Context: an optimization exercise on an open-source flow, tuned for small area and a short achievable clock period. The choices shown serve that exercise and are no tape-out recipe.

JK:
## square_extractor
module square_extractor #(
	parameter WIDTH = 32
)(
	input clk,     
	input rst_n,   
	input din_valid,
	input [2 * WIDTH - 1:0]radicand,
	output dout_valid,
	output [WIDTH - 1:0]dout,
	output [2 * WIDTH - 1:0]remainder
);
	wire [0:0] q_1;
	wire [1:0] r_1;
	wire [61:0] x_1 = radicand[61:0];
	assign q_1 = |radicand[63:62];
	assign r_1 = {radicand[63] & radicand[62], radicand[63] & ~radicand[62]};
	reg v_s0;
	reg [0:0] q_s0;
	reg [1:0] r_s0;
	reg [61:0] x_s0;
	always @(posedge clk or negedge rst_n)
		if (!rst_n) v_s0 <= 1'b0;
		else v_s0 <= din_valid;
	always @(posedge clk) begin q_s0 <= q_1; r_s0 <= r_1; x_s0 <= x_1; end
	wire [0:0] q_1_s = q_s0;
	wire [1:0] r_1_s = r_s0;
	wire [61:0] x_1_s = x_s0;
	wire [1:0] q_2;
	wire [2:0] r_2;
	wire [59:0] x_2 = x_1_s[59:0];
	square_cell #(.J(1)) u_row1 (.r(r_1_s), .q(q_1_s), .b(x_1_s[61:60]), .nr(r_2), .nq(q_2));
	reg v_s1;
	reg [1:0] q_s1;
	reg [2:0] r_s1;
	reg [59:0] x_s1;
	always @(posedge clk or negedge rst_n)
		if (!rst_n) v_s1 <= 1'b0;
		else v_s1 <= v_s0;
	always @(posedge clk) begin q_s1 <= q_2; r_s1 <= r_2; x_s1 <= x_2; end
	wire [1:0] q_2_s = q_s1;
	wire [2:0] r_2_s = r_s1;
	wire [59:0] x_2_s = x_s1;
	wire [2:0] q_3;
	wire [3:0] r_3;
	wire [57:0] x_3 = x_2_s[57:0];
	square_cell #(.J(2)) u_row2 (.r(r_2_s), .q(q_2_s), .b(x_2_s[59:58]), .nr(r_3), .nq(q_3));
	reg v_s2;
	reg [2:0] q_s2;
	reg [3:0] r_s2;
	reg [57:0] x_s2;
	always @(posedge clk or negedge rst_n)
		if (!rst_n) v_s2 <= 1'b0;
		else v_s2 <= v_s1;
	always @(posedge clk) begin q_s2 <= q_3; r_s2 <= r_3; x_s2 <= x_3; end
	wire [2:0] q_3_s = q_s2;
	wire [3:0] r_3_s = r_s2;
	wire [57:0] x_3_s = x_s2;
	wire [3:0] q_4;
	wire [4:0] r_4;
	wire [55:0] x_4 = x_3_s[55:0];
  ...
export LEC_CHECK = 0
export CAP_MARGIN = 20
export CORE_MARGIN = 2
export CORE_UTILIZATION = 40
export SLEW_MARGIN = 20
create_clock -name core_clock -period 5.5 [get_ports {clk}]
run.sh (not shown) runs the stock make flow with config.mk's settings and CLKGATE_MAP_FILE= SYNTH_SCRIPT=/design/flow/synth_recipe.tcl, a recipe that flattens the netlist after the stock synthesis.
JK completed end to end with timing, DRC and antenna clean.
What TR does differently from JK at the input level:
Settings: an added SETUP_SLACK_MARGIN of 3.0; an added ABC_CLOCK_PERIOD_IN_PS of 1500.
[summary]
TR vs. JK: measured slew at the worst slew-check pin shows a reduction of 260 ps, signed area change from the synthesized netlist to the final layout shows an increase of 13 points, first-pass GRT wire length shows an increase of 13%, x dimension of the die shows no meaningful change.
NOTE: portion of the clock cycle consumed by the worst path in the final layout in TR falls short of that of JK
From JK to TR the numbers moved as follows: fraction of layout cells with a size suffix above 1 went up, wire length went up 20%, design area rose 9800 sq um, worst slack on hold paths now larger, total vias in the final route now larger.
No run of this note included a check of the RTL's function; only the layout flow was run.

square_extractor, a different RTL version from the one above (not shown whole).
For scale: ~11000 cells after synthesis, ~1600 flip-flops, about 160 I/O pins, roughly 76000 um^2 of cells after synthesis.
Settings: LEC_CHECK=0, ABC_AREA=1, CAP_MARGIN=20, CORE_MARGIN=2, CORE_UTILIZATION=40, CTS_CLUSTER_DIAMETER=200, CTS_CLUSTER_SIZE=20, SETUP_SLACK_MARGIN=3.05, SLEW_MARGIN=20; clock period 5.5 ns.
standard.sh (not shown) runs the stock make flow with config.mk's settings and CLKGATE_MAP_FILE= SYNTH_SCRIPT=/design/flow/synth_recipe.tcl, a recipe that flattens the netlist after the stock synthesis.
==> flow/flow/run.sh <==
#!/bin/bash
# Own flow: the standard layout (standard.sh), except that synthesis maps
# the combinational logic with flow/abc.script (see flow/synth.tcl).  Each
# step's full output goes to a log file of its own in this folder.
set -euo pipefail
W=$(pwd)
export OWN_WORK=$W
export OWN_ABC_SCRIPT=$W/flow/abc.script
for step in synth floorplan place cts route finish; do
  bash standard.sh SYNTH_SCRIPT=$W/flow/synth.tcl $step > $W/$step.log 2>&1
done
==> flow/flow/abc.script <==
strash
dch
map -B 0.9
topo
stime -c
buffer -c
upsize -c
dnsize -c
==> flow/flow/synth.tcl <==
# The standard flow's synthesis script (synth_recipe.tcl in the work folder), without
# Yosys's extract_fa step (ORFS's mapping of full and half adders onto the
# library's fa/ha cells) and with Yosys's abc pass run on flow/abc.script.
# Only the mapping of the combinational logic changes; the flip-flops and
# their names are the standard synthesis's.
proc extract_fa {args} { puts "own flow: extract_fa skipped" }
proc abc {args} {
  set i [lsearch $args -script]
  lset args [expr {$i + 1}] $::env(OWN_ABC_SCRIPT)
  puts "own flow: abc $args"
  yosys abc {*}$args
}
source $::env(OWN_WORK)/synth_recipe.tcl
Rerun with:
CTS_CLUSTER_DIAMETER = 250   (was 200)
CTS_CLUSTER_SIZE = 25   (was 20)
Outcome: The changed run produced a clean layout; utilization is lower by 0.22 points; synthesized area does not change; cell area is lower by 0.50%; global-route usage stays flat; via count is about the same; setup slack loses 0.011 ns; critical path depth stays the same; wire length hardly moves; die area stays the same.
No functional check of the RTL was part of any run of this note.

## wip/harbor
square_extractor with an RTL version that a note above also has.
For scale: about 2100 flip-flops, ~73000 um^2 of cells after synthesis.
export LEC_CHECK = 0
export ABC_CLOCK_PERIOD_IN_PS = 1500
export CAP_MARGIN = 20
export CORE_MARGIN = 2
export CORE_UTILIZATION = 40
export SLEW_MARGIN = 20
create_clock -name core_clock -period 5.5 [get_ports {clk}]
run.sh (not shown) runs the stock make flow with config.mk's settings and CLKGATE_MAP_FILE= SYNTH_SCRIPT=/design/flow/synth_recipe.tcl, a recipe that flattens the netlist after the stock synthesis.
Stock flow here: none of the scripts above is used.
Inputs modified between wip/harbor and wip/lagoon:
- ABC_CLOCK_PERIOD_IN_PS: 1500 -> unset
- SETUP_SLACK_MARGIN: unset -> 3.0
- ABC_AREA: unset -> 1
wip/lagoon and wip/harbor ended up with roughly the same fraction of met3 tracks used by global routing. Between wip/lagoon and wip/harbor, it is wip/lagoon whose sequential share of layout area is lower, by 6.3 points. The slowest library cell on the worst path comes out sky130_fd_sc_hd__fa_2 in one run and sky130_fd_sc_hd__a221oi_1 in the other, namely in wip/lagoon and wip/harbor respectively. Comparing wip/lagoon and wip/harbor, the higher share of the synthesized netlist area taken by xor and xnor gates was measured on wip/harbor. wip/harbor has lower global-route wire length before repair than wip/lagoon. For wip/lagoon, the end point of the critical path was r_s23[10], unlike wip/harbor, where it was r_s31[2]. Relative to wip/harbor, the clock period minus worst slack of wip/lagoon is lower by 1.90 ns. Delta(clock buffer instance count of the final layout, wip/lagoon - wip/harbor) > 0.
Modified inputs, wip/fjord compared to wip/lagoon
- SETUP_SLACK_MARGIN no longer set, was 3.0
Results
- Met2 wire length delta for wip/fjord relative to wip/lagoon: 5.2% lower
- wip/fjord ended up with a lower routed wire length than wip/lagoon did.
- Summary — starting DRC count in detailed routing, wip/fjord relative to wip/lagoon: higher, by 2.0%.
The inputs of wip/tundra differ from those of wip/fjord as listed below.
- SETUP_SLACK_MARGIN: unset -> 2.0
### Flow results
- wip/tundra and wip/fjord ended up with roughly the same via-per-instance ratio.
- The clock latency reported for the late side of the worst-skew pair of wip/fjord and that of wip/tundra are within noise of each other.
- Between wip/tundra and wip/fjord, the critical path depth is higher for wip/fjord.
- Status: via count parity (wip/fjord, wip/tundra)
- As far as final area is concerned, wip/tundra and wip/fjord perform about the same.
- For final routed wirelength across all metal layers, wip/fjord and wip/tundra come out practically identical.
No functional check of the RTL was part of any run of this note.

-- afterwards: timing with drivers on the ports --
In the flow no input, the clock included, has a driving cell. The finished layouts below were timed again as built, in two steps. Step 1 (the two cells are an assumption about what drives the block):
set clk [get_ports {clk}]
set_driving_cell -lib_cell sky130_fd_sc_hd__clkbuf_16 $clk
set_driving_cell -lib_cell sky130_fd_sc_hd__buf_2 [delete_from_list [all_inputs] $clk]
Step 2, shift: input delay + t, output delay - t, t = (earliest + latest rising clock arrival at the registers) / 2. This alone moves slack from input paths to output paths. a / b / c = ideal / step 1 / step 2; a / b = the first two.
| run | t (ns) | setup WS [ns] | clock arrival spread, ns | worst register clock-pin slew, ns | worst data-port slew with drivers (ns) |
|---|---|---|---|---|---|
| JK | 0.897 | 1.099 / 1.099 / 1.099 | 0.081 / 0.081 | 0.07 / 0.07 | 0.05 |
| TR | 0.900 | 1.736 / 1.736 / 1.736 | 0.045 / 0.046 | 0.07 / 0.07 | 0.06 |
| the first run of note 2 | 0.827 | 3.102 / 3.043 / 2.473 | 0.052 / 0.051 | 0.10 / 0.10 | 0.12 |
| the second run of note 2 | 0.814 | 3.090 / 3.043 / 2.477 | 0.062 / 0.062 | 0.12 / 0.12 | 0.12 |
| wip/harbor | 0.897 | 1.099 / 1.099 / 1.099 | 0.081 / 0.081 | 0.07 / 0.07 | 0.05 |
| wip/lagoon | 0.927 | 3.002 / 2.971 / 3.002 | 0.065 / 0.065 | 0.07 / 0.07 | 0.07 |
| wip/fjord | 0.923 | 2.045 / 2.045 / 2.045 | 0.068 / 0.068 | 0.07 / 0.07 | 0.07 |
| wip/tundra | 0.924 | 2.327 / 2.327 / 2.327 | 0.068 / 0.068 | 0.07 / 0.07 | 0.07 |
After both steps every run listed still meets setup and hold. For the first run of note 2, which loses most, drivers alone change the setup slack by -0.059 ns; drivers and shift together by -0.629 ns.
